From an optimization exercise on the open Yosys and OpenROAD flow, aimed at small area, a short achievable clock period and few clock cycles; shortcuts taken in it are not production practice.
Only simulation tests tie the RTL to the original design; equivalence was not proved.
Power and IR drop assume default switching activity.

`flow/config.mk`:
```
export PLATFORM = sky130hd
export DESIGN_NAME = CONVCOR
export DESIGN_NICKNAME = CONVCOR
export VERILOG_FILES = /design/flow/design.v
export SDC_FILE = /design/flow/constraint.sdc
export NUM_CORES = 4
export LEC_CHECK = 0
export CAP_MARGIN = 20
export CORE_MARGIN = 2
export CORE_UTILIZATION = 60
export CTS_BUF_LIST = sky130_fd_sc_hd__clkbuf_16
export CTS_CLUSTER_DIAMETER = 90
export CTS_CLUSTER_SIZE = 30
export SLEW_MARGIN = 20
```
`flow/constraint.sdc`:
```
create_clock -name core_clock -period 12.5 [get_ports {clk}]
set_input_delay 2.5000 -clock core_clock [delete_from_list [all_inputs] [get_ports {clk}]]
set_output_delay 2.5000 -clock core_clock [all_outputs]
set_load 0.01 [all_outputs]
```
`flow/design.v`:
```
module CONVCOR(clk, rst_n, in_valid, in_a, in_b, in_mode, out_valid, out);
input clk, rst_n, in_valid, in_mode;
input [15:0] in_a, in_b;
output reg out_valid;
output reg signed [35:0] out;
reg m;
reg [3:0] cnt;
reg acc;
wire idle = (cnt == 4'd0);
wire mm = idle ? in_mode : m;
wire last = m ? (cnt == 4'd5) : (cnt == 4'd11);
wire [3:0] ncnt = idle ? {3'd0, in_valid} : (last ? 4'd0 : cnt + 4'd1);
reg [15:0] A1, A2, A3, B1, B2, B3;
wire shift = (cnt[3:2] == 2'b00) && (cnt[1:0] != 2'b11);
always @(posedge clk) begin
  A1 <= shift ? in_a : A3; A2 <= A1; A3 <= A2;
  B1 <= shift ? in_b : B3; B2 <= B1; B3 <= B2;
end
reg [2:0] nax, nay;
reg npx, npy, nacc, nvalid;
always @(*) begin
  nax = 3'b000; nay = 3'b000; npx = 1'b1; npy = 1'b1; nacc = 1'b0; nvalid = 1'b0;
  if (m) begin
    nacc = (cnt == 4'd1) || (cnt == 4'd2);
    nvalid = (cnt == 4'd4);
  end else begin
    case (cnt)
      4'd1: begin npx = 1'b0; npy = 1'b0; nax = 3'b001; nay = 3'b010; end
      4'd2: begin npx = 1'b0; npy = 1'b0; nax = 3'b100; nay = 3'b001; end
      4'd3: begin npx = 1'b0; npy = 1'b0; nax = 3'b100; nay = 3'b100; end
      4'd4: begin npx = 1'b0; npy = 1'b0; nax = 3'b100; nay = 3'b010; end
      4'd5: begin npx = 1'b0; npy = 1'b0; nax = 3'b010; nay = 3'b001; end
      4'd6: begin npx = 1'b0; npy = 1'b0; nax = 3'b010; nay = 3'b100; end
      4'd7: begin npx = 1'b0; npy = 1'b0; nax = 3'b100; nay = 3'b100; end
      default: ;
    endcase
    nacc = (cnt == 4'd2) || (cnt == 4'd4) || (cnt == 4'd5) || (cnt == 4'd7);
    nvalid = (cnt == 4'd2) || (cnt == 4'd4) || (cnt == 4'd7) || (cnt == 4'd9) || (cnt == 4'd10);
  end
  if (idle) begin
    nax = 3'b000; nay = 3'b000; npx = 1'b1; npy = 1'b1; nacc = 1'b0; nvalid = 1'b0;
  end
end
reg [2:0] ax, ay;
reg px, py;
always @(posedge clk) begin
  if (!rst_n) begin
    px <= 1'b1; py <= 1'b1; ax <= 3'b000; ay <= 3'b000;
  end else if (idle) begin
    px <= 1'b1; py <= 1'b1; ax <= 3'b000; ay <= 3'b000;
    if (in_valid && !in_mode) begin px <= 1'b0; ax <= 3'b001; end
  end else begin
    px <= npx; py <= npy; ax <= nax; ay <= nay;
  end
end
wire [15:0] sx = ({16{ax[0]}} & A1) | ({16{ax[1]}} & A2) | ({16{ax[2]}} & A3);
wire [15:0] sy = ({16{ay[0]}} & B1) | ({16{ay[1]}} & B2) | ({16{ay[2]}} & B3);
function [11:0] benc(input [7:0] y);    
  integer k;
  reg ym;
  begin
    for (k = 0; k < 4; k = k + 1) begin
      ym = (k == 0) ? 1'b0 : y[2*k-1];
      benc[k] = y[2*k] ^ ym;
      benc[4+k] = (y[2*k+1] & ~y[2*k] & ~ym) | (~y[2*k+1] & y[2*k] & ym);
      benc[8+k] = y[2*k+1];
    end
  end
endfunction
wire [11:0] er_pin = benc(in_b[15:8]), ei_pin = benc(in_b[7:0]);
wire [11:0] er_st = benc(sy[15:8]), ei_st = benc(sy[7:0]);
wire [11:0] ner = py ? er_pin : er_st;
wire [11:0] nei = py ? ei_pin : ei_st;
wire [15:0] nx = px ? in_a : sx;
reg [7:0] xr, xi;
reg [3:0] r_one, r_two, r_neg, i_one, i_two, i_nre, i_nim;
always @(posedge clk) begin
  xr <= nx[15:8]; xi <= nx[7:0];
  r_one <= ner[3:0]; r_two <= ner[7:4]; r_neg <= ner[11:8];
  i_one <= nei[3:0]; i_two <= nei[7:4];
  i_nre <= nei[11:8] ^ {4{~mm}};
  i_nim <= nei[11:8] ^ {4{mm}};
end
always @(posedge clk) begin
  if (!rst_n) begin
    cnt <= 4'd0;
    out_valid <= 1'b0;
    acc <= 1'b0;
  end else begin
    cnt <= ncnt;
    m <= mm;
    out_valid <= nvalid;
    acc <= nacc;
  end
end
reg [17:0] cre0, cre1, cim0, cim1;
reg acc2;
wire prr_p0_0 = (r_one[0] & xr[0]) ^ r_neg[0];
wire prr_p0_1 = ((r_one[0] & xr[1]) | (r_two[0] & xr[0])) ^ r_neg[0];
wire prr_p0_2 = ((r_one[0] & xr[2]) | (r_two[0] & xr[1])) ^ r_neg[0];
wire prr_p0_3 = ((r_one[0] & xr[3]) | (r_two[0] & xr[2])) ^ r_neg[0];
wire prr_p0_4 = ((r_one[0] & xr[4]) | (r_two[0] & xr[3])) ^ r_neg[0];
wire prr_p0_5 = ((r_one[0] & xr[5]) | (r_two[0] & xr[4])) ^ r_neg[0];
wire prr_p0_6 = ((r_one[0] & xr[6]) | (r_two[0] & xr[5])) ^ r_neg[0];
wire prr_p0_7 = ((r_one[0] & xr[7]) | (r_two[0] & xr[6])) ^ r_neg[0];
wire prr_p0_8 = ((r_one[0] & xr[7]) | (r_two[0] & xr[7])) ^ r_neg[0];
wire prr_p1_0 = (r_one[1] & xr[0]) ^ r_neg[1];
wire prr_p1_1 = ((r_one[1] & xr[1]) | (r_two[1] & xr[0])) ^ r_neg[1];
wire prr_p1_2 = ((r_one[1] & xr[2]) | (r_two[1] & xr[1])) ^ r_neg[1];
wire prr_p1_3 = ((r_one[1] & xr[3]) | (r_two[1] & xr[2])) ^ r_neg[1];
wire prr_p1_4 = ((r_one[1] & xr[4]) | (r_two[1] & xr[3])) ^ r_neg[1];
wire prr_p1_5 = ((r_one[1] & xr[5]) | (r_two[1] & xr[4])) ^ r_neg[1];
wire prr_p1_6 = ((r_one[1] & xr[6]) | (r_two[1] & xr[5])) ^ r_neg[1];
wire prr_p1_7 = ((r_one[1] & xr[7]) | (r_two[1] & xr[6])) ^ r_neg[1];
wire prr_p1_8 = ((r_one[1] & xr[7]) | (r_two[1] & xr[7])) ^ r_neg[1];
wire prr_p2_0 = (r_one[2] & xr[0]) ^ r_neg[2];
wire prr_p2_1 = ((r_one[2] & xr[1]) | (r_two[2] & xr[0])) ^ r_neg[2];
wire prr_p2_2 = ((r_one[2] & xr[2]) | (r_two[2] & xr[1])) ^ r_neg[2];
wire prr_p2_3 = ((r_one[2] & xr[3]) | (r_two[2] & xr[2])) ^ r_neg[2];
wire prr_p2_4 = ((r_one[2] & xr[4]) | (r_two[2] & xr[3])) ^ r_neg[2];
wire prr_p2_5 = ((r_one[2] & xr[5]) | (r_two[2] & xr[4])) ^ r_neg[2];
wire prr_p2_6 = ((r_one[2] & xr[6]) | (r_two[2] & xr[5])) ^ r_neg[2];
wire prr_p2_7 = ((r_one[2] & xr[7]) | (r_two[2] & xr[6])) ^ r_neg[2];
wire prr_p2_8 = ((r_one[2] & xr[7]) | (r_two[2] & xr[7])) ^ r_neg[2];
wire prr_p3_0 = (r_one[3] & xr[0]) ^ r_neg[3];
wire prr_p3_1 = ((r_one[3] & xr[1]) | (r_two[3] & xr[0])) ^ r_neg[3];
wire prr_p3_2 = ((r_one[3] & xr[2]) | (r_two[3] & xr[1])) ^ r_neg[3];
wire prr_p3_3 = ((r_one[3] & xr[3]) | (r_two[3] & xr[2])) ^ r_neg[3];
wire prr_p3_4 = ((r_one[3] & xr[4]) | (r_two[3] & xr[3])) ^ r_neg[3];
wire prr_p3_5 = ((r_one[3] & xr[5]) | (r_two[3] & xr[4])) ^ r_neg[3];
wire prr_p3_6 = ((r_one[3] & xr[6]) | (r_two[3] & xr[5])) ^ r_neg[3];
wire prr_p3_7 = ((r_one[3] & xr[7]) | (r_two[3] & xr[6])) ^ r_neg[3];
wire prr_p3_8 = ((r_one[3] & xr[7]) | (r_two[3] & xr[7])) ^ r_neg[3];
wire pii_p0_0 = (i_one[0] & xi[0]) ^ i_nre[0];
wire pii_p0_1 = ((i_one[0] & xi[1]) | (i_two[0] & xi[0])) ^ i_nre[0];
wire pii_p0_2 = ((i_one[0] & xi[2]) | (i_two[0] & xi[1])) ^ i_nre[0];
wire pii_p0_3 = ((i_one[0] & xi[3]) | (i_two[0] & xi[2])) ^ i_nre[0];
wire pii_p0_4 = ((i_one[0] & xi[4]) | (i_two[0] & xi[3])) ^ i_nre[0];
wire pii_p0_5 = ((i_one[0] & xi[5]) | (i_two[0] & xi[4])) ^ i_nre[0];
wire pii_p0_6 = ((i_one[0] & xi[6]) | (i_two[0] & xi[5])) ^ i_nre[0];
wire pii_p0_7 = ((i_one[0] & xi[7]) | (i_two[0] & xi[6])) ^ i_nre[0];
wire pii_p0_8 = ((i_one[0] & xi[7]) | (i_two[0] & xi[7])) ^ i_nre[0];
wire pii_p1_0 = (i_one[1] & xi[0]) ^ i_nre[1];
wire pii_p1_1 = ((i_one[1] & xi[1]) | (i_two[1] & xi[0])) ^ i_nre[1];
wire pii_p1_2 = ((i_one[1] & xi[2]) | (i_two[1] & xi[1])) ^ i_nre[1];
wire pii_p1_3 = ((i_one[1] & xi[3]) | (i_two[1] & xi[2])) ^ i_nre[1];
wire pii_p1_4 = ((i_one[1] & xi[4]) | (i_two[1] & xi[3])) ^ i_nre[1];
wire pii_p1_5 = ((i_one[1] & xi[5]) | (i_two[1] & xi[4])) ^ i_nre[1];
wire pii_p1_6 = ((i_one[1] & xi[6]) | (i_two[1] & xi[5])) ^ i_nre[1];
wire pii_p1_7 = ((i_one[1] & xi[7]) | (i_two[1] & xi[6])) ^ i_nre[1];
wire pii_p1_8 = ((i_one[1] & xi[7]) | (i_two[1] & xi[7])) ^ i_nre[1];
wire pii_p2_0 = (i_one[2] & xi[0]) ^ i_nre[2];
wire pii_p2_1 = ((i_one[2] & xi[1]) | (i_two[2] & xi[0])) ^ i_nre[2];
wire pii_p2_2 = ((i_one[2] & xi[2]) | (i_two[2] & xi[1])) ^ i_nre[2];
wire pii_p2_3 = ((i_one[2] & xi[3]) | (i_two[2] & xi[2])) ^ i_nre[2];
wire pii_p2_4 = ((i_one[2] & xi[4]) | (i_two[2] & xi[3])) ^ i_nre[2];
wire pii_p2_5 = ((i_one[2] & xi[5]) | (i_two[2] & xi[4])) ^ i_nre[2];
wire pii_p2_6 = ((i_one[2] & xi[6]) | (i_two[2] & xi[5])) ^ i_nre[2];
wire pii_p2_7 = ((i_one[2] & xi[7]) | (i_two[2] & xi[6])) ^ i_nre[2];
wire pii_p2_8 = ((i_one[2] & xi[7]) | (i_two[2] & xi[7])) ^ i_nre[2];
wire pii_p3_0 = (i_one[3] & xi[0]) ^ i_nre[3];
wire pii_p3_1 = ((i_one[3] & xi[1]) | (i_two[3] & xi[0])) ^ i_nre[3];
wire pii_p3_2 = ((i_one[3] & xi[2]) | (i_two[3] & xi[1])) ^ i_nre[3];
wire pii_p3_3 = ((i_one[3] & xi[3]) | (i_two[3] & xi[2])) ^ i_nre[3];
wire pii_p3_4 = ((i_one[3] & xi[4]) | (i_two[3] & xi[3])) ^ i_nre[3];
wire pii_p3_5 = ((i_one[3] & xi[5]) | (i_two[3] & xi[4])) ^ i_nre[3];
wire pii_p3_6 = ((i_one[3] & xi[6]) | (i_two[3] & xi[5])) ^ i_nre[3];
wire pii_p3_7 = ((i_one[3] & xi[7]) | (i_two[3] & xi[6])) ^ i_nre[3];
wire pii_p3_8 = ((i_one[3] & xi[7]) | (i_two[3] & xi[7])) ^ i_nre[3];
wire pri_p0_0 = (i_one[0] & xr[0]) ^ i_nim[0];
wire pri_p0_1 = ((i_one[0] & xr[1]) | (i_two[0] & xr[0])) ^ i_nim[0];
wire pri_p0_2 = ((i_one[0] & xr[2]) | (i_two[0] & xr[1])) ^ i_nim[0];
wire pri_p0_3 = ((i_one[0] & xr[3]) | (i_two[0] & xr[2])) ^ i_nim[0];
wire pri_p0_4 = ((i_one[0] & xr[4]) | (i_two[0] & xr[3])) ^ i_nim[0];
wire pri_p0_5 = ((i_one[0] & xr[5]) | (i_two[0] & xr[4])) ^ i_nim[0];
wire pri_p0_6 = ((i_one[0] & xr[6]) | (i_two[0] & xr[5])) ^ i_nim[0];
wire pri_p0_7 = ((i_one[0] & xr[7]) | (i_two[0] & xr[6])) ^ i_nim[0];
wire pri_p0_8 = ((i_one[0] & xr[7]) | (i_two[0] & xr[7])) ^ i_nim[0];
wire pri_p1_0 = (i_one[1] & xr[0]) ^ i_nim[1];
wire pri_p1_1 = ((i_one[1] & xr[1]) | (i_two[1] & xr[0])) ^ i_nim[1];
wire pri_p1_2 = ((i_one[1] & xr[2]) | (i_two[1] & xr[1])) ^ i_nim[1];
wire pri_p1_3 = ((i_one[1] & xr[3]) | (i_two[1] & xr[2])) ^ i_nim[1];
wire pri_p1_4 = ((i_one[1] & xr[4]) | (i_two[1] & xr[3])) ^ i_nim[1];
wire pri_p1_5 = ((i_one[1] & xr[5]) | (i_two[1] & xr[4])) ^ i_nim[1];
wire pri_p1_6 = ((i_one[1] & xr[6]) | (i_two[1] & xr[5])) ^ i_nim[1];
wire pri_p1_7 = ((i_one[1] & xr[7]) | (i_two[1] & xr[6])) ^ i_nim[1];
wire pri_p1_8 = ((i_one[1] & xr[7]) | (i_two[1] & xr[7])) ^ i_nim[1];
wire pri_p2_0 = (i_one[2] & xr[0]) ^ i_nim[2];
wire pri_p2_1 = ((i_one[2] & xr[1]) | (i_two[2] & xr[0])) ^ i_nim[2];
wire pri_p2_2 = ((i_one[2] & xr[2]) | (i_two[2] & xr[1])) ^ i_nim[2];
wire pri_p2_3 = ((i_one[2] & xr[3]) | (i_two[2] & xr[2])) ^ i_nim[2];
wire pri_p2_4 = ((i_one[2] & xr[4]) | (i_two[2] & xr[3])) ^ i_nim[2];
wire pri_p2_5 = ((i_one[2] & xr[5]) | (i_two[2] & xr[4])) ^ i_nim[2];
wire pri_p2_6 = ((i_one[2] & xr[6]) | (i_two[2] & xr[5])) ^ i_nim[2];
wire pri_p2_7 = ((i_one[2] & xr[7]) | (i_two[2] & xr[6])) ^ i_nim[2];
wire pri_p2_8 = ((i_one[2] & xr[7]) | (i_two[2] & xr[7])) ^ i_nim[2];
wire pri_p3_0 = (i_one[3] & xr[0]) ^ i_nim[3];
wire pri_p3_1 = ((i_one[3] & xr[1]) | (i_two[3] & xr[0])) ^ i_nim[3];
wire pri_p3_2 = ((i_one[3] & xr[2]) | (i_two[3] & xr[1])) ^ i_nim[3];
wire pri_p3_3 = ((i_one[3] & xr[3]) | (i_two[3] & xr[2])) ^ i_nim[3];
wire pri_p3_4 = ((i_one[3] & xr[4]) | (i_two[3] & xr[3])) ^ i_nim[3];
wire pri_p3_5 = ((i_one[3] & xr[5]) | (i_two[3] & xr[4])) ^ i_nim[3];
wire pri_p3_6 = ((i_one[3] & xr[6]) | (i_two[3] & xr[5])) ^ i_nim[3];
wire pri_p3_7 = ((i_one[3] & xr[7]) | (i_two[3] & xr[6])) ^ i_nim[3];
wire pri_p3_8 = ((i_one[3] & xr[7]) | (i_two[3] & xr[7])) ^ i_nim[3];
wire pir_p0_0 = (r_one[0] & xi[0]) ^ r_neg[0];
wire pir_p0_1 = ((r_one[0] & xi[1]) | (r_two[0] & xi[0])) ^ r_neg[0];
wire pir_p0_2 = ((r_one[0] & xi[2]) | (r_two[0] & xi[1])) ^ r_neg[0];
wire pir_p0_3 = ((r_one[0] & xi[3]) | (r_two[0] & xi[2])) ^ r_neg[0];
wire pir_p0_4 = ((r_one[0] & xi[4]) | (r_two[0] & xi[3])) ^ r_neg[0];
wire pir_p0_5 = ((r_one[0] & xi[5]) | (r_two[0] & xi[4])) ^ r_neg[0];
wire pir_p0_6 = ((r_one[0] & xi[6]) | (r_two[0] & xi[5])) ^ r_neg[0];
wire pir_p0_7 = ((r_one[0] & xi[7]) | (r_two[0] & xi[6])) ^ r_neg[0];
wire pir_p0_8 = ((r_one[0] & xi[7]) | (r_two[0] & xi[7])) ^ r_neg[0];
wire pir_p1_0 = (r_one[1] & xi[0]) ^ r_neg[1];
wire pir_p1_1 = ((r_one[1] & xi[1]) | (r_two[1] & xi[0])) ^ r_neg[1];
wire pir_p1_2 = ((r_one[1] & xi[2]) | (r_two[1] & xi[1])) ^ r_neg[1];
wire pir_p1_3 = ((r_one[1] & xi[3]) | (r_two[1] & xi[2])) ^ r_neg[1];
wire pir_p1_4 = ((r_one[1] & xi[4]) | (r_two[1] & xi[3])) ^ r_neg[1];
wire pir_p1_5 = ((r_one[1] & xi[5]) | (r_two[1] & xi[4])) ^ r_neg[1];
wire pir_p1_6 = ((r_one[1] & xi[6]) | (r_two[1] & xi[5])) ^ r_neg[1];
wire pir_p1_7 = ((r_one[1] & xi[7]) | (r_two[1] & xi[6])) ^ r_neg[1];
wire pir_p1_8 = ((r_one[1] & xi[7]) | (r_two[1] & xi[7])) ^ r_neg[1];
wire pir_p2_0 = (r_one[2] & xi[0]) ^ r_neg[2];
wire pir_p2_1 = ((r_one[2] & xi[1]) | (r_two[2] & xi[0])) ^ r_neg[2];
wire pir_p2_2 = ((r_one[2] & xi[2]) | (r_two[2] & xi[1])) ^ r_neg[2];
wire pir_p2_3 = ((r_one[2] & xi[3]) | (r_two[2] & xi[2])) ^ r_neg[2];
wire pir_p2_4 = ((r_one[2] & xi[4]) | (r_two[2] & xi[3])) ^ r_neg[2];
wire pir_p2_5 = ((r_one[2] & xi[5]) | (r_two[2] & xi[4])) ^ r_neg[2];
wire pir_p2_6 = ((r_one[2] & xi[6]) | (r_two[2] & xi[5])) ^ r_neg[2];
wire pir_p2_7 = ((r_one[2] & xi[7]) | (r_two[2] & xi[6])) ^ r_neg[2];
wire pir_p2_8 = ((r_one[2] & xi[7]) | (r_two[2] & xi[7])) ^ r_neg[2];
wire pir_p3_0 = (r_one[3] & xi[0]) ^ r_neg[3];
wire pir_p3_1 = ((r_one[3] & xi[1]) | (r_two[3] & xi[0])) ^ r_neg[3];
wire pir_p3_2 = ((r_one[3] & xi[2]) | (r_two[3] & xi[1])) ^ r_neg[3];
wire pir_p3_3 = ((r_one[3] & xi[3]) | (r_two[3] & xi[2])) ^ r_neg[3];
wire pir_p3_4 = ((r_one[3] & xi[4]) | (r_two[3] & xi[3])) ^ r_neg[3];
wire pir_p3_5 = ((r_one[3] & xi[5]) | (r_two[3] & xi[4])) ^ r_neg[3];
wire pir_p3_6 = ((r_one[3] & xi[6]) | (r_two[3] & xi[5])) ^ r_neg[3];
wire pir_p3_7 = ((r_one[3] & xi[7]) | (r_two[3] & xi[6])) ^ r_neg[3];
wire pir_p3_8 = ((r_one[3] & xi[7]) | (r_two[3] & xi[7])) ^ r_neg[3];
wire tre_w1 = prr_p0_6 ^ prr_p1_4;
wire tre_w2 = prr_p0_6 & prr_p1_4;
wire tre_w3 = prr_p0_4 ^ prr_p1_2 ^ prr_p2_0;
wire tre_w4 = (prr_p0_4 & prr_p1_2) | (prr_p0_4 & prr_p2_0) | (prr_p1_2 & prr_p2_0);
wire tre_w5 = prr_p0_5 ^ prr_p1_3;
wire tre_w6 = prr_p0_5 & prr_p1_3;
wire tre_w7 = tre_w1 ^ prr_p2_2 ^ prr_p3_0;
wire tre_w8 = (tre_w1 & prr_p2_2) | (tre_w1 & prr_p3_0) | (prr_p2_2 & prr_p3_0);
wire tre_w9 = r_neg[3] ^ pii_p0_6 ^ pii_p1_4;
wire tre_w10 = (r_neg[3] & pii_p0_6) | (r_neg[3] & pii_p1_4) | (pii_p0_6 & pii_p1_4);
wire tre_w11 = tre_w2 ^ prr_p0_7 ^ prr_p1_5;
wire tre_w12 = (tre_w2 & prr_p0_7) | (tre_w2 & prr_p1_5) | (prr_p0_7 & prr_p1_5);
wire tre_w13 = prr_p2_3 ^ prr_p3_1 ^ pii_p0_7;
wire tre_w14 = (prr_p2_3 & prr_p3_1) | (prr_p2_3 & pii_p0_7) | (prr_p3_1 & pii_p0_7);
wire tre_w15 = pii_p1_5 ^ pii_p2_3;
wire tre_w16 = pii_p1_5 & pii_p2_3;
wire tre_w17 = ~(prr_p0_8) ^ prr_p1_6 ^ prr_p2_4;
wire tre_w18 = (~(prr_p0_8) & prr_p1_6) | (~(prr_p0_8) & prr_p2_4) | (prr_p1_6 & prr_p2_4);
wire tre_w19 = prr_p3_2 ^ ~(pii_p0_8) ^ pii_p1_6;
wire tre_w20 = (prr_p3_2 & ~(pii_p0_8)) | (prr_p3_2 & pii_p1_6) | (~(pii_p0_8) & pii_p1_6);
wire tre_w21 = pii_p2_4 ^ pii_p3_2;
wire tre_w22 = pii_p2_4 & pii_p3_2;
wire tre_w23 = prr_p1_7 ^ prr_p2_5 ^ prr_p3_3;
wire tre_w24 = (prr_p1_7 & prr_p2_5) | (prr_p1_7 & prr_p3_3) | (prr_p2_5 & prr_p3_3);
wire tre_w25 = pii_p1_7 ^ pii_p2_5 ^ pii_p3_3;
wire tre_w26 = (pii_p1_7 & pii_p2_5) | (pii_p1_7 & pii_p3_3) | (pii_p2_5 & pii_p3_3);
wire tre_w27 = ~(prr_p1_8) ^ prr_p2_6 ^ prr_p3_4;
wire tre_w28 = (~(prr_p1_8) & prr_p2_6) | (~(prr_p1_8) & prr_p3_4) | (prr_p2_6 & prr_p3_4);
wire tre_w29 = ~(pii_p1_8) ^ pii_p2_6;
wire tre_w30 = ~(pii_p1_8) & pii_p2_6;
wire tre_w31 = prr_p0_2 ^ prr_p1_0 ^ r_neg[1];
wire tre_w32 = (prr_p0_2 & prr_p1_0) | (prr_p0_2 & r_neg[1]) | (prr_p1_0 & r_neg[1]);
wire tre_w33 = prr_p0_3 ^ prr_p1_1;
wire tre_w34 = prr_p0_3 & prr_p1_1;
wire tre_w35 = tre_w3 ^ r_neg[2] ^ pii_p0_4;
wire tre_w36 = (tre_w3 & r_neg[2]) | (tre_w3 & pii_p0_4) | (r_neg[2] & pii_p0_4);
wire tre_w37 = pii_p1_2 ^ pii_p2_0;
wire tre_w38 = pii_p1_2 & pii_p2_0;
wire tre_w39 = tre_w4 ^ tre_w5 ^ prr_p2_1;
wire tre_w40 = (tre_w4 & tre_w5) | (tre_w4 & prr_p2_1) | (tre_w5 & prr_p2_1);
wire tre_w41 = pii_p0_5 ^ pii_p1_3 ^ pii_p2_1;
wire tre_w42 = (pii_p0_5 & pii_p1_3) | (pii_p0_5 & pii_p2_1) | (pii_p1_3 & pii_p2_1);
wire tre_w43 = tre_w6 ^ tre_w7 ^ tre_w9;
wire tre_w44 = (tre_w6 & tre_w7) | (tre_w6 & tre_w9) | (tre_w7 & tre_w9);
wire tre_w45 = pii_p2_2 ^ pii_p3_0 ^ i_nre[3];
wire tre_w46 = (pii_p2_2 & pii_p3_0) | (pii_p2_2 & i_nre[3]) | (pii_p3_0 & i_nre[3]);
wire tre_w47 = tre_w8 ^ tre_w10 ^ tre_w11;
wire tre_w48 = (tre_w8 & tre_w10) | (tre_w8 & tre_w11) | (tre_w10 & tre_w11);
wire tre_w49 = tre_w13 ^ tre_w15 ^ pii_p3_1;
wire tre_w50 = (tre_w13 & tre_w15) | (tre_w13 & pii_p3_1) | (tre_w15 & pii_p3_1);
wire tre_w51 = tre_w12 ^ tre_w14 ^ tre_w16;
wire tre_w52 = (tre_w12 & tre_w14) | (tre_w12 & tre_w16) | (tre_w14 & tre_w16);
wire tre_w53 = tre_w17 ^ tre_w19 ^ tre_w21;
wire tre_w54 = (tre_w17 & tre_w19) | (tre_w17 & tre_w21) | (tre_w19 & tre_w21);
wire tre_w55 = tre_w18 ^ tre_w20 ^ tre_w22;
wire tre_w56 = (tre_w18 & tre_w20) | (tre_w18 & tre_w22) | (tre_w20 & tre_w22);
wire tre_w57 = tre_w23 ^ tre_w25 ^ 1'b1;
wire tre_w58 = (tre_w23 & tre_w25) | (tre_w23 & 1'b1) | (tre_w25 & 1'b1);
wire tre_w59 = tre_w24 ^ tre_w26 ^ tre_w27;
wire tre_w60 = (tre_w24 & tre_w26) | (tre_w24 & tre_w27) | (tre_w26 & tre_w27);
wire tre_w61 = tre_w29 ^ pii_p3_4 ^ 1'b1;
wire tre_w62 = (tre_w29 & pii_p3_4) | (tre_w29 & 1'b1) | (pii_p3_4 & 1'b1);
wire tre_w63 = tre_w28 ^ tre_w30 ^ prr_p2_7;
wire tre_w64 = (tre_w28 & tre_w30) | (tre_w28 & prr_p2_7) | (tre_w30 & prr_p2_7);
wire tre_w65 = prr_p3_5 ^ pii_p2_7 ^ pii_p3_5;
wire tre_w66 = (prr_p3_5 & pii_p2_7) | (prr_p3_5 & pii_p3_5) | (pii_p2_7 & pii_p3_5);
wire tre_w67 = ~(prr_p2_8) ^ prr_p3_6 ^ ~(pii_p2_8);
wire tre_w68 = (~(prr_p2_8) & prr_p3_6) | (~(prr_p2_8) & ~(pii_p2_8)) | (prr_p3_6 & ~(pii_p2_8));
wire tre_w69 = pii_p3_6 ^ 1'b1;
wire tre_w70 = pii_p3_6 & 1'b1;
wire tre_w71 = prr_p0_0 ^ r_neg[0];
wire tre_w72 = prr_p0_0 & r_neg[0];
wire tre_w73 = tre_w31 ^ pii_p0_2;
wire tre_w74 = tre_w31 & pii_p0_2;
wire tre_w75 = tre_w32 ^ tre_w33 ^ pii_p0_3;
wire tre_w76 = (tre_w32 & tre_w33) | (tre_w32 & pii_p0_3) | (tre_w33 & pii_p0_3);
wire tre_w77 = tre_w34 ^ tre_w35 ^ tre_w37;
wire tre_w78 = (tre_w34 & tre_w35) | (tre_w34 & tre_w37) | (tre_w35 & tre_w37);
wire tre_w79 = tre_w36 ^ tre_w38 ^ tre_w39;
wire tre_w80 = (tre_w36 & tre_w38) | (tre_w36 & tre_w39) | (tre_w38 & tre_w39);
wire tre_w81 = tre_w40 ^ tre_w42 ^ tre_w43;
wire tre_w82 = (tre_w40 & tre_w42) | (tre_w40 & tre_w43) | (tre_w42 & tre_w43);
wire tre_w83 = tre_w44 ^ tre_w46 ^ tre_w47;
wire tre_w84 = (tre_w44 & tre_w46) | (tre_w44 & tre_w47) | (tre_w46 & tre_w47);
wire tre_w85 = tre_w48 ^ tre_w50 ^ tre_w51;
wire tre_w86 = (tre_w48 & tre_w50) | (tre_w48 & tre_w51) | (tre_w50 & tre_w51);
wire tre_w87 = tre_w52 ^ tre_w54 ^ tre_w55;
wire tre_w88 = (tre_w52 & tre_w54) | (tre_w52 & tre_w55) | (tre_w54 & tre_w55);
wire tre_w89 = tre_w56 ^ tre_w58 ^ tre_w59;
wire tre_w90 = (tre_w56 & tre_w58) | (tre_w56 & tre_w59) | (tre_w58 & tre_w59);
wire tre_w91 = tre_w60 ^ tre_w62 ^ tre_w63;
wire tre_w92 = (tre_w60 & tre_w62) | (tre_w60 & tre_w63) | (tre_w62 & tre_w63);
wire tre_w93 = tre_w64 ^ tre_w66 ^ tre_w67;
wire tre_w94 = (tre_w64 & tre_w66) | (tre_w64 & tre_w67) | (tre_w66 & tre_w67);
wire tre_w95 = tre_w68 ^ tre_w70 ^ prr_p3_7;
wire tre_w96 = (tre_w68 & tre_w70) | (tre_w68 & prr_p3_7) | (tre_w70 & prr_p3_7);
wire tre_w97 = ~(prr_p3_8) ^ ~(pii_p3_8);
wire tre_w98 = ~(prr_p3_8) & ~(pii_p3_8);
wire tre_w99 = tre_w71 ^ pii_p0_0;
wire tre_w100 = tre_w71 & pii_p0_0;
wire tre_w101 = tre_w72 ^ prr_p0_1 ^ pii_p0_1;
wire tre_w102 = (tre_w72 & prr_p0_1) | (tre_w72 & pii_p0_1) | (prr_p0_1 & pii_p0_1);
wire tre_w103 = tre_w73 ^ pii_p1_0 ^ i_nre[1];
wire tre_w104 = (tre_w73 & pii_p1_0) | (tre_w73 & i_nre[1]) | (pii_p1_0 & i_nre[1]);
wire tre_w105 = tre_w74 ^ tre_w75 ^ pii_p1_1;
wire tre_w106 = (tre_w74 & tre_w75) | (tre_w74 & pii_p1_1) | (tre_w75 & pii_p1_1);
wire tre_w107 = tre_w76 ^ tre_w77 ^ i_nre[2];
wire tre_w108 = (tre_w76 & tre_w77) | (tre_w76 & i_nre[2]) | (tre_w77 & i_nre[2]);
wire tre_w109 = tre_w78 ^ tre_w79 ^ tre_w41;
wire tre_w110 = (tre_w78 & tre_w79) | (tre_w78 & tre_w41) | (tre_w79 & tre_w41);
wire tre_w111 = tre_w80 ^ tre_w81 ^ tre_w45;
wire tre_w112 = (tre_w80 & tre_w81) | (tre_w80 & tre_w45) | (tre_w81 & tre_w45);
wire tre_w113 = tre_w82 ^ tre_w83 ^ tre_w49;
wire tre_w114 = (tre_w82 & tre_w83) | (tre_w82 & tre_w49) | (tre_w83 & tre_w49);
wire tre_w115 = tre_w84 ^ tre_w85 ^ tre_w53;
wire tre_w116 = (tre_w84 & tre_w85) | (tre_w84 & tre_w53) | (tre_w85 & tre_w53);
wire tre_w117 = tre_w86 ^ tre_w87 ^ tre_w57;
wire tre_w118 = (tre_w86 & tre_w87) | (tre_w86 & tre_w57) | (tre_w87 & tre_w57);
wire tre_w119 = tre_w88 ^ tre_w89 ^ tre_w61;
wire tre_w120 = (tre_w88 & tre_w89) | (tre_w88 & tre_w61) | (tre_w89 & tre_w61);
wire tre_w121 = tre_w90 ^ tre_w91 ^ tre_w65;
wire tre_w122 = (tre_w90 & tre_w91) | (tre_w90 & tre_w65) | (tre_w91 & tre_w65);
wire tre_w123 = tre_w92 ^ tre_w93 ^ tre_w69;
wire tre_w124 = (tre_w92 & tre_w93) | (tre_w92 & tre_w69) | (tre_w93 & tre_w69);
wire tre_w125 = tre_w94 ^ tre_w95 ^ pii_p3_7;
wire tre_w126 = (tre_w94 & tre_w95) | (tre_w94 & pii_p3_7) | (tre_w95 & pii_p3_7);
wire tre_w127 = tre_w96 ^ tre_w97 ^ 1'b1;
wire tre_w128 = (tre_w96 & tre_w97) | (tre_w96 & 1'b1) | (tre_w97 & 1'b1);
wire [17:0] tre_r0 = {1'b1, 1'b1, tre_w128, tre_w126, tre_w124, tre_w122, tre_w120, tre_w118, tre_w116, tre_w114, tre_w112, tre_w110, tre_w108, tre_w106, tre_w104, tre_w102, tre_w100, tre_w99};
wire [17:0] tre_r1 = {1'b0, 1'b0, tre_w98, tre_w127, tre_w125, tre_w123, tre_w121, tre_w119, tre_w117, tre_w115, tre_w113, tre_w111, tre_w109, tre_w107, tre_w105, tre_w103, tre_w101, i_nre[0]};
wire tim_w1 = pri_p0_6 ^ pri_p1_4;
wire tim_w2 = pri_p0_6 & pri_p1_4;
wire tim_w3 = pri_p0_4 ^ pri_p1_2 ^ pri_p2_0;
wire tim_w4 = (pri_p0_4 & pri_p1_2) | (pri_p0_4 & pri_p2_0) | (pri_p1_2 & pri_p2_0);
wire tim_w5 = pri_p0_5 ^ pri_p1_3;
wire tim_w6 = pri_p0_5 & pri_p1_3;
wire tim_w7 = tim_w1 ^ pri_p2_2 ^ pri_p3_0;
wire tim_w8 = (tim_w1 & pri_p2_2) | (tim_w1 & pri_p3_0) | (pri_p2_2 & pri_p3_0);
wire tim_w9 = i_nim[3] ^ pir_p0_6 ^ pir_p1_4;
wire tim_w10 = (i_nim[3] & pir_p0_6) | (i_nim[3] & pir_p1_4) | (pir_p0_6 & pir_p1_4);
wire tim_w11 = tim_w2 ^ pri_p0_7 ^ pri_p1_5;
wire tim_w12 = (tim_w2 & pri_p0_7) | (tim_w2 & pri_p1_5) | (pri_p0_7 & pri_p1_5);
wire tim_w13 = pri_p2_3 ^ pri_p3_1 ^ pir_p0_7;
wire tim_w14 = (pri_p2_3 & pri_p3_1) | (pri_p2_3 & pir_p0_7) | (pri_p3_1 & pir_p0_7);
wire tim_w15 = pir_p1_5 ^ pir_p2_3;
wire tim_w16 = pir_p1_5 & pir_p2_3;
wire tim_w17 = ~(pri_p0_8) ^ pri_p1_6 ^ pri_p2_4;
wire tim_w18 = (~(pri_p0_8) & pri_p1_6) | (~(pri_p0_8) & pri_p2_4) | (pri_p1_6 & pri_p2_4);
wire tim_w19 = pri_p3_2 ^ ~(pir_p0_8) ^ pir_p1_6;
wire tim_w20 = (pri_p3_2 & ~(pir_p0_8)) | (pri_p3_2 & pir_p1_6) | (~(pir_p0_8) & pir_p1_6);
wire tim_w21 = pir_p2_4 ^ pir_p3_2;
wire tim_w22 = pir_p2_4 & pir_p3_2;
wire tim_w23 = pri_p1_7 ^ pri_p2_5 ^ pri_p3_3;
wire tim_w24 = (pri_p1_7 & pri_p2_5) | (pri_p1_7 & pri_p3_3) | (pri_p2_5 & pri_p3_3);
wire tim_w25 = pir_p1_7 ^ pir_p2_5 ^ pir_p3_3;
wire tim_w26 = (pir_p1_7 & pir_p2_5) | (pir_p1_7 & pir_p3_3) | (pir_p2_5 & pir_p3_3);
wire tim_w27 = ~(pri_p1_8) ^ pri_p2_6 ^ pri_p3_4;
wire tim_w28 = (~(pri_p1_8) & pri_p2_6) | (~(pri_p1_8) & pri_p3_4) | (pri_p2_6 & pri_p3_4);
wire tim_w29 = ~(pir_p1_8) ^ pir_p2_6;
wire tim_w30 = ~(pir_p1_8) & pir_p2_6;
wire tim_w31 = pri_p0_2 ^ pri_p1_0 ^ i_nim[1];
wire tim_w32 = (pri_p0_2 & pri_p1_0) | (pri_p0_2 & i_nim[1]) | (pri_p1_0 & i_nim[1]);
wire tim_w33 = pri_p0_3 ^ pri_p1_1;
wire tim_w34 = pri_p0_3 & pri_p1_1;
wire tim_w35 = tim_w3 ^ i_nim[2] ^ pir_p0_4;
wire tim_w36 = (tim_w3 & i_nim[2]) | (tim_w3 & pir_p0_4) | (i_nim[2] & pir_p0_4);
wire tim_w37 = pir_p1_2 ^ pir_p2_0;
wire tim_w38 = pir_p1_2 & pir_p2_0;
wire tim_w39 = tim_w4 ^ tim_w5 ^ pri_p2_1;
wire tim_w40 = (tim_w4 & tim_w5) | (tim_w4 & pri_p2_1) | (tim_w5 & pri_p2_1);
wire tim_w41 = pir_p0_5 ^ pir_p1_3 ^ pir_p2_1;
wire tim_w42 = (pir_p0_5 & pir_p1_3) | (pir_p0_5 & pir_p2_1) | (pir_p1_3 & pir_p2_1);
wire tim_w43 = tim_w6 ^ tim_w7 ^ tim_w9;
wire tim_w44 = (tim_w6 & tim_w7) | (tim_w6 & tim_w9) | (tim_w7 & tim_w9);
wire tim_w45 = pir_p2_2 ^ pir_p3_0 ^ r_neg[3];
wire tim_w46 = (pir_p2_2 & pir_p3_0) | (pir_p2_2 & r_neg[3]) | (pir_p3_0 & r_neg[3]);
wire tim_w47 = tim_w8 ^ tim_w10 ^ tim_w11;
wire tim_w48 = (tim_w8 & tim_w10) | (tim_w8 & tim_w11) | (tim_w10 & tim_w11);
wire tim_w49 = tim_w13 ^ tim_w15 ^ pir_p3_1;
wire tim_w50 = (tim_w13 & tim_w15) | (tim_w13 & pir_p3_1) | (tim_w15 & pir_p3_1);
wire tim_w51 = tim_w12 ^ tim_w14 ^ tim_w16;
wire tim_w52 = (tim_w12 & tim_w14) | (tim_w12 & tim_w16) | (tim_w14 & tim_w16);
wire tim_w53 = tim_w17 ^ tim_w19 ^ tim_w21;
wire tim_w54 = (tim_w17 & tim_w19) | (tim_w17 & tim_w21) | (tim_w19 & tim_w21);
wire tim_w55 = tim_w18 ^ tim_w20 ^ tim_w22;
wire tim_w56 = (tim_w18 & tim_w20) | (tim_w18 & tim_w22) | (tim_w20 & tim_w22);
wire tim_w57 = tim_w23 ^ tim_w25 ^ 1'b1;
wire tim_w58 = (tim_w23 & tim_w25) | (tim_w23 & 1'b1) | (tim_w25 & 1'b1);
wire tim_w59 = tim_w24 ^ tim_w26 ^ tim_w27;
wire tim_w60 = (tim_w24 & tim_w26) | (tim_w24 & tim_w27) | (tim_w26 & tim_w27);
wire tim_w61 = tim_w29 ^ pir_p3_4 ^ 1'b1;
wire tim_w62 = (tim_w29 & pir_p3_4) | (tim_w29 & 1'b1) | (pir_p3_4 & 1'b1);
wire tim_w63 = tim_w28 ^ tim_w30 ^ pri_p2_7;
wire tim_w64 = (tim_w28 & tim_w30) | (tim_w28 & pri_p2_7) | (tim_w30 & pri_p2_7);
wire tim_w65 = pri_p3_5 ^ pir_p2_7 ^ pir_p3_5;
wire tim_w66 = (pri_p3_5 & pir_p2_7) | (pri_p3_5 & pir_p3_5) | (pir_p2_7 & pir_p3_5);
wire tim_w67 = ~(pri_p2_8) ^ pri_p3_6 ^ ~(pir_p2_8);
wire tim_w68 = (~(pri_p2_8) & pri_p3_6) | (~(pri_p2_8) & ~(pir_p2_8)) | (pri_p3_6 & ~(pir_p2_8));
wire tim_w69 = pir_p3_6 ^ 1'b1;
wire tim_w70 = pir_p3_6 & 1'b1;
wire tim_w71 = pri_p0_0 ^ i_nim[0];
wire tim_w72 = pri_p0_0 & i_nim[0];
wire tim_w73 = tim_w31 ^ pir_p0_2;
wire tim_w74 = tim_w31 & pir_p0_2;
wire tim_w75 = tim_w32 ^ tim_w33 ^ pir_p0_3;
wire tim_w76 = (tim_w32 & tim_w33) | (tim_w32 & pir_p0_3) | (tim_w33 & pir_p0_3);
wire tim_w77 = tim_w34 ^ tim_w35 ^ tim_w37;
wire tim_w78 = (tim_w34 & tim_w35) | (tim_w34 & tim_w37) | (tim_w35 & tim_w37);
wire tim_w79 = tim_w36 ^ tim_w38 ^ tim_w39;
wire tim_w80 = (tim_w36 & tim_w38) | (tim_w36 & tim_w39) | (tim_w38 & tim_w39);
wire tim_w81 = tim_w40 ^ tim_w42 ^ tim_w43;
wire tim_w82 = (tim_w40 & tim_w42) | (tim_w40 & tim_w43) | (tim_w42 & tim_w43);
wire tim_w83 = tim_w44 ^ tim_w46 ^ tim_w47;
wire tim_w84 = (tim_w44 & tim_w46) | (tim_w44 & tim_w47) | (tim_w46 & tim_w47);
wire tim_w85 = tim_w48 ^ tim_w50 ^ tim_w51;
wire tim_w86 = (tim_w48 & tim_w50) | (tim_w48 & tim_w51) | (tim_w50 & tim_w51);
wire tim_w87 = tim_w52 ^ tim_w54 ^ tim_w55;
wire tim_w88 = (tim_w52 & tim_w54) | (tim_w52 & tim_w55) | (tim_w54 & tim_w55);
wire tim_w89 = tim_w56 ^ tim_w58 ^ tim_w59;
wire tim_w90 = (tim_w56 & tim_w58) | (tim_w56 & tim_w59) | (tim_w58 & tim_w59);
wire tim_w91 = tim_w60 ^ tim_w62 ^ tim_w63;
wire tim_w92 = (tim_w60 & tim_w62) | (tim_w60 & tim_w63) | (tim_w62 & tim_w63);
wire tim_w93 = tim_w64 ^ tim_w66 ^ tim_w67;
wire tim_w94 = (tim_w64 & tim_w66) | (tim_w64 & tim_w67) | (tim_w66 & tim_w67);
wire tim_w95 = tim_w68 ^ tim_w70 ^ pri_p3_7;
wire tim_w96 = (tim_w68 & tim_w70) | (tim_w68 & pri_p3_7) | (tim_w70 & pri_p3_7);
wire tim_w97 = ~(pri_p3_8) ^ ~(pir_p3_8);
wire tim_w98 = ~(pri_p3_8) & ~(pir_p3_8);
wire tim_w99 = tim_w71 ^ pir_p0_0;
wire tim_w100 = tim_w71 & pir_p0_0;
wire tim_w101 = tim_w72 ^ pri_p0_1 ^ pir_p0_1;
wire tim_w102 = (tim_w72 & pri_p0_1) | (tim_w72 & pir_p0_1) | (pri_p0_1 & pir_p0_1);
wire tim_w103 = tim_w73 ^ pir_p1_0 ^ r_neg[1];
wire tim_w104 = (tim_w73 & pir_p1_0) | (tim_w73 & r_neg[1]) | (pir_p1_0 & r_neg[1]);
wire tim_w105 = tim_w74 ^ tim_w75 ^ pir_p1_1;
wire tim_w106 = (tim_w74 & tim_w75) | (tim_w74 & pir_p1_1) | (tim_w75 & pir_p1_1);
wire tim_w107 = tim_w76 ^ tim_w77 ^ r_neg[2];
wire tim_w108 = (tim_w76 & tim_w77) | (tim_w76 & r_neg[2]) | (tim_w77 & r_neg[2]);
wire tim_w109 = tim_w78 ^ tim_w79 ^ tim_w41;
wire tim_w110 = (tim_w78 & tim_w79) | (tim_w78 & tim_w41) | (tim_w79 & tim_w41);
wire tim_w111 = tim_w80 ^ tim_w81 ^ tim_w45;
wire tim_w112 = (tim_w80 & tim_w81) | (tim_w80 & tim_w45) | (tim_w81 & tim_w45);
wire tim_w113 = tim_w82 ^ tim_w83 ^ tim_w49;
wire tim_w114 = (tim_w82 & tim_w83) | (tim_w82 & tim_w49) | (tim_w83 & tim_w49);
wire tim_w115 = tim_w84 ^ tim_w85 ^ tim_w53;
wire tim_w116 = (tim_w84 & tim_w85) | (tim_w84 & tim_w53) | (tim_w85 & tim_w53);
wire tim_w117 = tim_w86 ^ tim_w87 ^ tim_w57;
wire tim_w118 = (tim_w86 & tim_w87) | (tim_w86 & tim_w57) | (tim_w87 & tim_w57);
wire tim_w119 = tim_w88 ^ tim_w89 ^ tim_w61;
wire tim_w120 = (tim_w88 & tim_w89) | (tim_w88 & tim_w61) | (tim_w89 & tim_w61);
wire tim_w121 = tim_w90 ^ tim_w91 ^ tim_w65;
wire tim_w122 = (tim_w90 & tim_w91) | (tim_w90 & tim_w65) | (tim_w91 & tim_w65);
wire tim_w123 = tim_w92 ^ tim_w93 ^ tim_w69;
wire tim_w124 = (tim_w92 & tim_w93) | (tim_w92 & tim_w69) | (tim_w93 & tim_w69);
wire tim_w125 = tim_w94 ^ tim_w95 ^ pir_p3_7;
wire tim_w126 = (tim_w94 & tim_w95) | (tim_w94 & pir_p3_7) | (tim_w95 & pir_p3_7);
wire tim_w127 = tim_w96 ^ tim_w97 ^ 1'b1;
wire tim_w128 = (tim_w96 & tim_w97) | (tim_w96 & 1'b1) | (tim_w97 & 1'b1);
wire [17:0] tim_r0 = {1'b1, 1'b1, tim_w128, tim_w126, tim_w124, tim_w122, tim_w120, tim_w118, tim_w116, tim_w114, tim_w112, tim_w110, tim_w108, tim_w106, tim_w104, tim_w102, tim_w100, tim_w99};
wire [17:0] tim_r1 = {1'b0, 1'b0, tim_w98, tim_w127, tim_w125, tim_w123, tim_w121, tim_w119, tim_w117, tim_w115, tim_w113, tim_w111, tim_w109, tim_w107, tim_w105, tim_w103, tim_w101, r_neg[0]};
always @(posedge clk) begin
  cre0 <= tre_r0; cre1 <= tre_r1;
  cim0 <= tim_r0; cim1 <= tim_r1;
  acc2 <= acc;
end
wire [17:0] are = acc2 ? out[35:18] : 18'd0;
wire [17:0] aim = acc2 ? out[17:0] : 18'd0;
wire [17:0] sre = cre0 + cre1 + are;
wire [17:0] sim = cim0 + cim1 + aim;
always @(posedge clk) out <= {sre, sim};
endmodule
```
`flow/flow/run.sh`:
```
#!/bin/bash
set -euo pipefail
bash standard.sh SETUP_SLACK_MARGIN=9 "BUFFER_PORTS_ARGS=-buffer_cell sky130_fd_sc_hd__buf_1" finish > standard_flow.log 2>&1
```
`flow/standard.sh`:
```
#!/bin/bash
# synth_recipe.tcl (not shown) runs the flow's synth.tcl, then flattens the netlist and writes it again
# the make line also repeats each setting of config.mk as NAME=value (left out here)
make -C /OpenROAD-flow-scripts/flow DESIGN_CONFIG=/design/flow/config.mk WORK_HOME=/design/flow/orfs CLKGATE_MAP_FILE= SYNTH_SCRIPT=/design/flow/synth_recipe.tcl "${@:-finish}"
```
==> results by group, run 1 <==
Run status
  – Status: complete, no violations

Detailed routing
  – DR vias: 9894
  – DR WL/cell: 18.03 µm
  – Vias/cell: 5.683
  – # DRC: 0
  – WL final: 31.39 mm
  – DRT Pass-1 Iters: 6
  – DR iter-0 viols: 829
  – Detail Route Antenna Nets: 0

Timing
  – Hold Worst Slack: 0.3324 ns
  – Final Setup Violations: 0
  – Worst-Margin Slew: 0.9776 ns
  – Tcrit/Tclk final: 27.72%
  – Slew Limit Fails: 0
  – Min cycle time layout: 3.465 ns
  – Clock skew: 0.03038 ns
  – Setup_tns: 0 ns
  – Unrepaired setup endpoints after global routing: yes
  – Setup WS post-layout: 9.035 ns
  – Rel. slew slack: 34.74%
  – F_max: 0.2886 GHz
  – Fin. Hold Viols: 0

Setup path
  – CP Class: register to output pin
  – WP data required: 10.00 ns
  – Critical path's largest stage delay: 0.34 ns
  – Levels on crit path: 1
  – CP Cell Sequence: buf_6
  – Slowest-stage cell, CP: dfxtp_2
  – Critical Path Fanout Max: 2
  – Crit path buf inv count: 1
  – Worst r2r path cells: 12
  – Worst R2R Start: acc2
  – WP data arrival: 0.96 ns
  – Worst Setup SP: out[17]
  – R2R Path End: out[35]
  – Critical Path End: out[17]
  – Delay-heaviest family, CP: flip-flops
  – Worst setup EP type: output pin
  – Type of origin of the critical path: register
  – Reg-to-reg slack, setup: 9.11 ns

Floorplan
  – Site row count: 57
  – IO Pins: 73
  – Die H: 160.1 µm
  – DIE AREA: 0.02563 mm²
  – Starting Density: 60.65%
  – Die Width: 160.1 µm
  – Core footprint: 0.02411 mm²

Placed design
  – Dpl hpwl: 22.42 mm
  – Placement Setup Slack: 8.774 ns
  – Global placer's final weighted congestion: 0.8608
  – Placed insts: 1719
  – PortBufs: 72

Synth
  – Sequential-to-total area share from yosys stat: 35.12%
  – Syn. warnings: 1
  – Synth Cell Area: 0.01462 mm²
  – Synth Instances: 1413
  – Top FF cell, synth: dfxtp_1
  – #FFs+latches synth: 256
  – Synthesized Nets: 1637
  – EDFF count, synth: 1
  – Synthesized area per cell: 10.35 µm²
  – Post-synth cell types: 58
  – Ys async rst share: 0%

Layout
  – Max reg flops: 36
  – Antenna diode count: 0
  – Biggest register: out
  – Area Growth Syn to Fin: 6.461%
  – Fillers: 1997
  – Post-layout nets: 1639
  – Share of layout cells above drive strength 1: 10.87%
  – Non-Filler Instances: 1741

Global routing
  – First-pass GRT wire length: 50.80 mm
  – Initial antenna violation count: 0
  – Total gr overflow: 0
  – Pin count of the biggest net entering global routing: 39
  – Number of global-route vias before repair: 9870
  – Total Routing Usage GR: 24.58%

Pwr
  – Tot Pwr: 3.816 mW
  – Leak pwr: 6.791 nW
  – Power density cells: 245.2 mW/mm²
  – Worst VDD drop: 140.5 µV

Min path
  – Worst hold-check path type: register to register
  – Worst min-delay path startpoint: acc

Clocking
  – Max Root-Sink Buffers: 3
  – Total CTS buffers: 12
  – Clock Pin Slew Worst Setup and Hold Paths: 0.11 ns
  – Clk sink count: 256
  – Root Driver: clkbuf_16
  – Clock latency (worst-skew pair): 0.51 ns
  – CTS tree: built
  – H-tree depth: 1

Run
  – Max_cap viols: 0
## logic make-up (layout without fill, tap and decap cells)
group / count (synthesis) / after routing / share of synthesized area (%)
flip-flops: 256 / 256 / 35.12
AND/OR/NAND/NOR: 193 / 193 / 6.581
multiplexers: 65 / 65 / 4.775
buffers and inverters: 245 / 249 / 6.316
XOR/XNOR: 185 / 185 / 11.08
adder cells (fa/ha/maj): 188 / 188 / 22.56
AO/OA/AOI/OAI: 281 / 281 / 13.56
## power breakdown
part           leakage, nW  total [mW]  switching (mW)  internal (mW)
registers             2.16        1.25           0.177           1.08
clock network        0.171       0.429           0.250          0.178
logic                 4.46        2.13            1.16          0.973
## metrics by stage
stage          area, µm²  utilization [%]
2_1_floorplan      14630                -
3_3_place_gp       14990            62.17
3_5_place_dp       14990            62.17
4_1_cts            15370            63.76
5_1_grt            15560            64.57
6_report           15560            64.57
## what timing repair did
item	CTS	global route
setup buffers	1	4
hold buffers	0	0
gates resized for setup	37	69
endpoints found under the setup margin	26	52
gates cloned	0	1
pin swaps	0	2
## layer usage
metal | up-vias | routed length [µm] | part of all wire, % | GRT usage [%]
li1 | 4726 | - | - | -
met1 | 4784 | 14050 | 45 | 34.91
met2 | 329 | 14390 | 46 | 39.49
met3 | 55 | 2006 | 6.4 | 3.351
met4 | 0 | 939 | 3.0 | 7.330
met5 | - | 0 | 0 | 0
## area by class of cell
cell class / count / area (µm²) / area share [%]
Multi-Input combinational cell: 912 / 8571 / 55.06
Sequential cell: 256 / 5230 / 33.60
Inverter: 148 / 555.5 / 3.569
Timing Repair Buffer: 85 / 475.5 / 3.055
Tap cell: 324 / 405.4 / 2.605
Clock buffer: 12 / 300.3 / 1.929
Clock inverter: 4 / 27.53 / 0.1768
## cells in the mapped netlist (all sizes together) (3+ instances only)
library cell,instances,area share (%)
ha,62,5.3
fa,126,17
a211oi,7,0.36
and3,13,0.56
dfxtp,255,35
mux2i,27,1.8
nand4,3,0.13
o211ai,3,0.15
buf,7,0.21
clkbuf,90,2.3
o21a,5,0.26
nand3,6,0.21
xnor2,119,7.1
xor2,66,4.0
a21oi,45,1.6
inv,148,3.8
nand2,64,1.6
nand2b,5,0.21
nor2b,7,0.30
a21o,10,0.51
nor2,38,0.98
nand4b,3,0.18
o21ai,45,1.6
and2,35,1.5
a22oi,118,6.1
a222oi,28,1.9
nor3,9,0.34
mux2,38,2.9
## worst min path at each step
stage	endpoint	depth (start not counted)
final	acc2	0
after detailed placement	acc2	0
after floorplan	acc2	0
after CTS	acc2	0
after global routing	acc2	0
after global placement	acc2	0
## cells in the final DEF, fill, tap and decap left out, types with 3 or more instances in the layout
cell type / instances
o211ai_1: 3
a21oi_1: 43
and3_1: 13
nand4b_1: 3
dfxtp_4: 13
nor2b_1: 7
a22oi_1: 117
o21a_1: 5
a222oi_1: 28
inv_1: 151
clkbuf_16: 13
clkbuf_2: 18
xor2_1: 66
dfxtp_1: 205
ha_1: 62
buf_2: 8
mux2i_1: 27
buf_1: 40
nor3_1: 7
dfxtp_2: 37
mux2_2: 38
a211oi_1: 7
nand3_1: 6
nand2_1: 64
buf_4: 11
buf_6: 6
nand4_1: 3
o21ai_0: 41
nand2b_1: 5
and2_1: 34
fa_1: 126
nor2_1: 38
xnor2_1: 119
a21o_1: 10
Testbench counts, summed over its fixed seeds: cycles 14,544.
==> run 2: changes to the inputs <==
--- a/flow/config.mk
+++ b/flow/config.mk
@@ -10,5 +10,5 @@
 export CORE_UTILIZATION = 60
 export CTS_BUF_LIST = sky130_fd_sc_hd__clkbuf_16
-export CTS_CLUSTER_DIAMETER = 90
-export CTS_CLUSTER_SIZE = 30
+export CTS_CLUSTER_DIAMETER = 150
+export CTS_CLUSTER_SIZE = 20
 export SLEW_MARGIN = 20
==> results by group, run 2 <==
Global routing
  – Number of global-route vias before repair: 9934 (+0.65%)
  – Total Routing Usage GR: 24.71% (+0.13 points)
  – Pin count of the biggest net entering global routing: 39 (unchanged)
  – Total gr overflow: 0 (unchanged)
  – First-pass GRT wire length: 51.16 mm (+0.71%)
  – Initial antenna violation count: 0 (unchanged)

Setup path
  – Slowest-stage cell, CP: dfxtp_2
  – Critical path's largest stage delay: 0.35 ns (about the same)
  – CP Class: register to output pin
  – Type of origin of the critical path: register
  – Crit path buf inv count: 1 (unchanged)
  – CP Cell Sequence: buf_2
  – Critical Path Fanout Max: 2 (unchanged)
  – Worst setup EP type: output pin
  – Delay-heaviest family, CP: flip-flops
  – WP data required: 10.00 ns (about the same)
  – WP data arrival: 0.97 ns (about the same)

Detailed routing
  – DR WL/cell: 17.86 µm (-0.94%)
  – DR top layer: met4
  – Detail Route Antenna Nets: 0 (unchanged)
  – Total length of routed met3 wires: 1.716 mm (-14%)
  – # DRC: 0 (unchanged)
  – DR iter-0 viols: 870 (+4.9%)
  – WL met2: 14.50 mm (+0.74%)
  – DRT Pass-1 Iters: 6 (unchanged)
  – DR vias: 9861 (-0.33%)
  – Metal-1 WL: 14.29 mm (+1.7%)
  – WL final: 31.10 mm (-0.94%)
  – Vias/cell: 5.664 (-0.33%)

Layout
  – Share of layout cells above drive strength 1: 10.66% (-0.21 points)
  – Most common cell after layout, fill and taps aside: dfxtp_1
  – Biggest register: out
  – Final core utilization: 64.77% (+0.20 points)
  – Most frequent cells in the layout: dfxtp_1, inv_1, fa_1
  – Area of the multi-input gates: 0.008571 mm² (unchanged)
  – Register area: 0.005216 mm² (-0.26%)
  – Max reg flops: 36 (unchanged)
  – Area Growth Syn to Fin: 6.795%
  – Post-layout nets: 1640 (+0.061%)
  – Fillers: 2003 (+0.30%)
  – Antenna diode count: 0 (unchanged)

Timing
  – F_max: 0.2882 GHz (-0.13%)
  – Rel. slew slack: 34.48% (-0.26 points)
  – Final Setup Violations: 0 (unchanged)
  – Worst-Margin Slew: 0.9815 ns (+0.003949 ns)
  – Unrepaired setup endpoints after global routing: yes
  – Fin. Hold Viols: 0 (unchanged)
  – Setup_tns: 0 ns (unchanged)
  – Tcrit/Tclk final: 27.75% (+0.037 points)
  – Clock skew: 0.01390 ns (-0.01648 ns)
  – Min cycle time layout: 3.469 ns (+0.004660 ns)
  – Slew Limit Fails: 0 (unchanged)

Placed design
  – PortBufs: 72 (unchanged)
  – Dpl hpwl: 22.42 mm (unchanged)
  – Global placer's final weighted congestion: 0.8608 (unchanged)

Synth
  – Synth top area share: 34.92% (unchanged)
  – Synthesized Nets: 1637 (unchanged)
  – EDFF count, synth: 1 (unchanged)
  – #FFs+latches synth: 256 (unchanged)
  – Synth cell count leaders: dfxtp_1, inv_1, fa_1
  – Post-synth cell types: 58 (unchanged)
  – Syn. warnings: 1 (unchanged)
  – Top FF cell, synth: dfxtp_1
  – Ys async rst share: 0% (unchanged)
  – Most common cell in the netlist: dfxtp_1
  – Synth Instances: 1413 (unchanged)
  – Post-synth top area cell: dfxtp_1
  – Ranking of synthesized cells by area: dfxtp_1, fa_1, xnor2_1
  – Sequential-to-total area share from yosys stat: 35.12% (unchanged)
  – Synth Cell Area: 0.01462 mm² (unchanged)
  – Synthesized area per cell: 10.35 µm² (unchanged)

Floorplan
  – Starting Density: 60.65% (unchanged)
  – Site row count: 57 (unchanged)
  – DIE AREA: 0.02563 mm² (unchanged)
  – Core footprint: 0.02411 mm² (unchanged)
  – Die Width: 160.1 µm (unchanged)
  – Die H: 160.1 µm (unchanged)
  – IO Pins: 73 (unchanged)

Run status
  – Status: complete, no violations

Clocking
  – H-tree depth: 1 (unchanged)
  – Max Root-Sink Buffers: 3 (unchanged)
  – Cts-stage hold buffer count: 0 (unchanged)
  – Clock latency (worst-skew pair): 0.49 ns (-0.02 ns)
  – Root Driver: clkbuf_16
  – Clock Pin Slew Worst Setup and Hold Paths: 0.08 ns (-0.03 ns)
  – Total CTS buffers: 16 (+4)
  – Clk sink count: 256 (unchanged)
  – CTS tree: built

Pwr
  – Power density cells: 249.3 mW/mm² (+1.7%)
  – Leak pwr: 6.825 nW (+0.49%)
  – Worst VDD drop: 139.0 µV (-1.1%)

Run
  – Max_cap viols: 0 (unchanged)

Min path
  – Worst hold-check path type: register to register
-- run 2: cell counts after synthesis --
No cell type changed its count.
-- run 2: stage by stage --
stage | hold slack, ns | cells | instance area (µm²) | worst slack [ns] | power, mW
floorplan | 0.3096 | 1413 | 14630 | 8.939 | 2.869
global placement | 0.3123 | 1719 | 14990 | 8.800 | 3.336
detailed placement | 0.3121 | 1719 | 14990 | 8.774 | 3.375
CTS | 0.3309 | 1738 | 15480 | 8.974 | 3.918
global route | 0.3418 | 1741 | 15610 | 8.951 | 4.333
finish | 0.3340 | 1741 | 15610 | 9.031 | 3.892
-- run 2: layout make-up --
cell class	instances	area share (%)
tap	324	2.596
clock buffer	17	2.725
timing repair buffer	82	2.604
sequential	256	33.41
multi-input combinational	912	54.89
inverter	148	3.558
clock inverter	2	0.2164
-- run 2: power breakdown --
part | switching [mW] | leakage (nW) | internal, mW
clock network | 0.260 | 0.229 | 0.263
logic | 1.16 | 4.44 | 0.960
registers | 0.176 | 2.16 | 1.08
total | 1.59 | 6.82 | 2.30
-- run 2: logic make-up after synthesis --
kind of cell               count (synthesis)  synth area share [%]
AOI/OAI and AO/OA                        281                 13.56
DFF                                      256                 35.12
buffers and inverters                    245                 6.316
and+or+nand+nor                          193                 6.581
adders and majority gates                188                 22.56
xor gates and xnor gates                 185                 11.08
muxes                                     65                 4.775
-- run 2: repair_timing --
item	CTS	global route
endpoints found under the setup margin	18	52
endpoints found under the hold margin	0	0
buffers inserted	0	3
pin swaps	0	1
gates resized for setup	24	70
-- run 2: final timing paths --
path         cells past startpoint  slack (ns)     start      end
max                              1        9.03   out[28]  out[28]
min                              0        0.33       acc     acc2
max reg2reg                     10        9.10  i_nim[0]  cim1[6]
min reg2reg                      0        0.33       acc     acc2
-- run 2: routing by layer --
layer | vias to the layer above | track usage (%)
met5 | - | 0
met4 | 0 | 5.938
met3 | 37 | 3.455
met2 | 273 | 40.26
met1 | 4816 | 35.15
li1 | 4735 | -
==> run 3: changes to the inputs <==
--- a/flow/design.v
+++ b/flow/design.v
@@ -68,8 +68,7 @@
   end
 endfunction
-wire [11:0] er_pin = benc(in_b[15:8]), ei_pin = benc(in_b[7:0]);
-wire [11:0] er_st = benc(sy[15:8]), ei_st = benc(sy[7:0]);
-wire [11:0] ner = py ? er_pin : er_st;
-wire [11:0] nei = py ? ei_pin : ei_st;
+wire [15:0] ny = py ? in_b : sy;
+wire [11:0] ner = benc(ny[15:8]);
+wire [11:0] nei = benc(ny[7:0]);
 wire [15:0] nx = px ? in_a : sx;
 reg [7:0] xr, xi;
--- a/flow/config.mk
+++ b/flow/config.mk
@@ -8,5 +8,5 @@
 export CAP_MARGIN = 20
 export CORE_MARGIN = 2
-export CORE_UTILIZATION = 60
+export CORE_UTILIZATION = 70
 export CTS_BUF_LIST = sky130_fd_sc_hd__clkbuf_16
 export CTS_CLUSTER_DIAMETER = 150
==> results by group, run 3 <==
Global routing
  – M1 GR Usage: 37.42% (+2.3 points)
  – Met3 Usage GRT: 3.478% (+0.024 points)
  – GR peak layer: met2
  – Pin count of the biggest net entering global routing: 37 (-5.1%)
  – Total gr overflow: 0 (unchanged)

Layout
  – Share of layout cells above drive strength 1: 11.18% (+0.53 points)
  – Most frequent cells in the layout: dfxtp_1, inv_1, fa_1
  – Antenna diode count: 0 (unchanged)
  – Most common cell after layout, fill and taps aside: dfxtp_1
  – Post-layout nets: 1591 (-3.0%)
  – Biggest register: out
  – Max reg flops: 36 (unchanged)
  – Fillers: 1468 (-27%)
  – Non-Filler Instances: 1638 (-5.9%)

Synth
  – Synth Instances: 1362 (-3.6%)
  – Synthesized Nets: 1586 (-3.1%)
  – Syn. warnings: 1 (unchanged)
  – Synth Cell Area: 0.01438 mm² (-1.7%)
  – Top FF cell, synth: dfxtp_1
  – Post-synth top area cell: dfxtp_1
  – Ys async rst share: 0% (unchanged)
  – Sequential-to-total area share from yosys stat: 35.72% (+0.60 points)
  – Post-synth cell types: 52 (-10%)
  – Ranking of synthesized cells by area: dfxtp_1, fa_1, xnor2_1
  – EDFF count, synth: 1 (unchanged)
  – Most common cell in the netlist: dfxtp_1
  – Synthesized area per cell: 10.56 µm² (+2.0%)
  – Synth cell count leaders: dfxtp_1, inv_1, fa_1
  – Synth top area share: 35.51% (+0.59 points)

Setup path
  – WP data required: 10.00 ns (about the same)
  – Critical path's largest stage delay: 0.34 ns (about the same)
  – CP Cell Sequence: buf_2
  – Worst r2r path cells: 10 (unchanged)
  – Slowest-stage cell, CP: dfxtp_2
  – Worst R2R Start: i_nim[1]
  – WP data arrival: 0.97 ns (about the same)
  – Type of origin of the critical path: register
  – R2R Path End: cim1[6]
  – Crit path buf inv count: 1 (unchanged)

Pwr
  – Worst VDD drop: 143.2 µV (+3.0%)
  – Leak pwr: 6.782 nW (-0.63%)

Clocking
  – Root Driver: clkbuf_16
  – H-tree depth: 1 (unchanged)
  – Cts-stage hold buffer count: 0 (unchanged)

Run status
  – Status: complete, no violations

Timing
  – Setup WS post-layout: 9.030 ns (-0.0009300 ns)
  – Setup_tns: 0 ns (unchanged)
  – Unrepaired setup endpoints after global routing: yes
  – Clock skew: 0.02196 ns (+0.008059 ns)
  – Slew Limit Fails: 0 (unchanged)
  – Final Setup Violations: 0 (unchanged)

Detailed routing
  – DR vias: 9644 (-2.2%)
  – DR WL/cell: 18.08 µm (+1.2%)
  – WL final: 29.61 mm (-4.8%)
  – # DRC: 0 (unchanged)
  – DR iter-0 viols: 889 (+2.2%)
  – Vias/cell: 5.888 (+3.9%)
  – Detail Route Antenna Nets: 0 (unchanged)

Floorplan
  – Die Width: 147.3 µm (-8.0%)
  – Starting Density: 71.28% (+11 points)
  – DIE AREA: 0.02170 mm² (-15%)
  – Core footprint: 0.02017 mm² (-16%)

Placed design
  – Placed insts: 1617 (-5.9%)
  – PortBufs: 72 (unchanged)
  – Dpl hpwl: 21.14 mm (-5.7%)
  – Global placer's final weighted congestion: 0.8838 (+2.7%)

Min path
  – Worst min-delay path startpoint: acc
  – Hold Crit Depth: 0 (unchanged)
  – Hold Crit Endpoint: acc2
  – Worst hold-check path type: register to register

Run
  – Max_cap viols: 0 (unchanged)
[run 3: stage by stage]
| step | utilization [%] | cell area (µm²) |
|---|---|---|
| final | 75.84 | 15300 |
| after global routing | 75.84 | 15300 |
| after global placement | 72.76 | 14680 |
| after detailed placement | 72.76 | 14680 |
| after floorplan | - | 14390 |
| after CTS | 75.22 | 15170 |
[run 3: how the worst max path moves through the flow]
stage	from	endpoint	slack [ns]	cells past startpoint
after CTS	xi[3]	cim1[6]	9.00	8
after global routing	i_nim[1]	cim1[6]	8.95	10
final	out[17]	out[17]	9.03	1
after detailed placement	r_neg[0]	cre1[6]	8.71	10
after floorplan	i_one[0]	cim1[6]	9.03	13
after global placement	r_neg[0]	cre1[6]	8.79	10
[run 3: cell families (layout without fill, tap and decap cells)]
group / count (synthesis) / count (layout) / synth area share (%)
muxes: 71 / 71 / 5.265
xor gates and xnor gates: 183 / 183 / 11.15
adders and majority gates: 188 / 188 / 22.94
and+or+nand+nor: 151 / 151 / 5.170
buffers and inverters: 254 / 260 / 6.754
AOI/OAI and AO/OA: 259 / 259 / 13.00
DFF: 256 / 256 / 35.72
[run 3: per-layer routing]
metal / up-vias / routed length (µm)
met5: - / 0
met4: 0 / 838
met3: 53 / 1622
met2: 312 / 14420
met1: 4746 / 12730
li1: 4533 / -
[run 3: where the power goes]
group,internal (mW),switching (mW),leakage [nW]
Sequential,1.09,0.183,2.16
Clock,0.253,0.262,0.224
Combinational,1.04,1.28,4.40
Total,2.38,1.73,6.78
[run 3: repair_timing]
action	CTS	global route
pin swaps	0	0
endpoints found under the hold margin	0	0
setup endpoints to repair	21	49
setup buffers	1	1
resized for setup	31	69
[run 3: layout make-up]
cell class,count,area [µm²],share of cell area [%]
clock buffer,16,400.4,2.617
clock inverter,3,50.05,0.3272
inverter,159,596.8,3.902
multi-input combinational,852,8282,54.14
sequential,256,5229,34.18
tap,270,337.8,2.208
timing repair buffer,82,401.6,2.626
Testbench counts of run 3, summed over its fixed seeds: cycles 14,544.

Setup slack of run 3, layout unchanged: 9.030 ns with ideal ports, 8.978 ns with driving cells assumed (clock clkbuf_16, inputs buf_2), 8.916 ns with port delays also shifted by the 0.550 ns mid clock arrival.
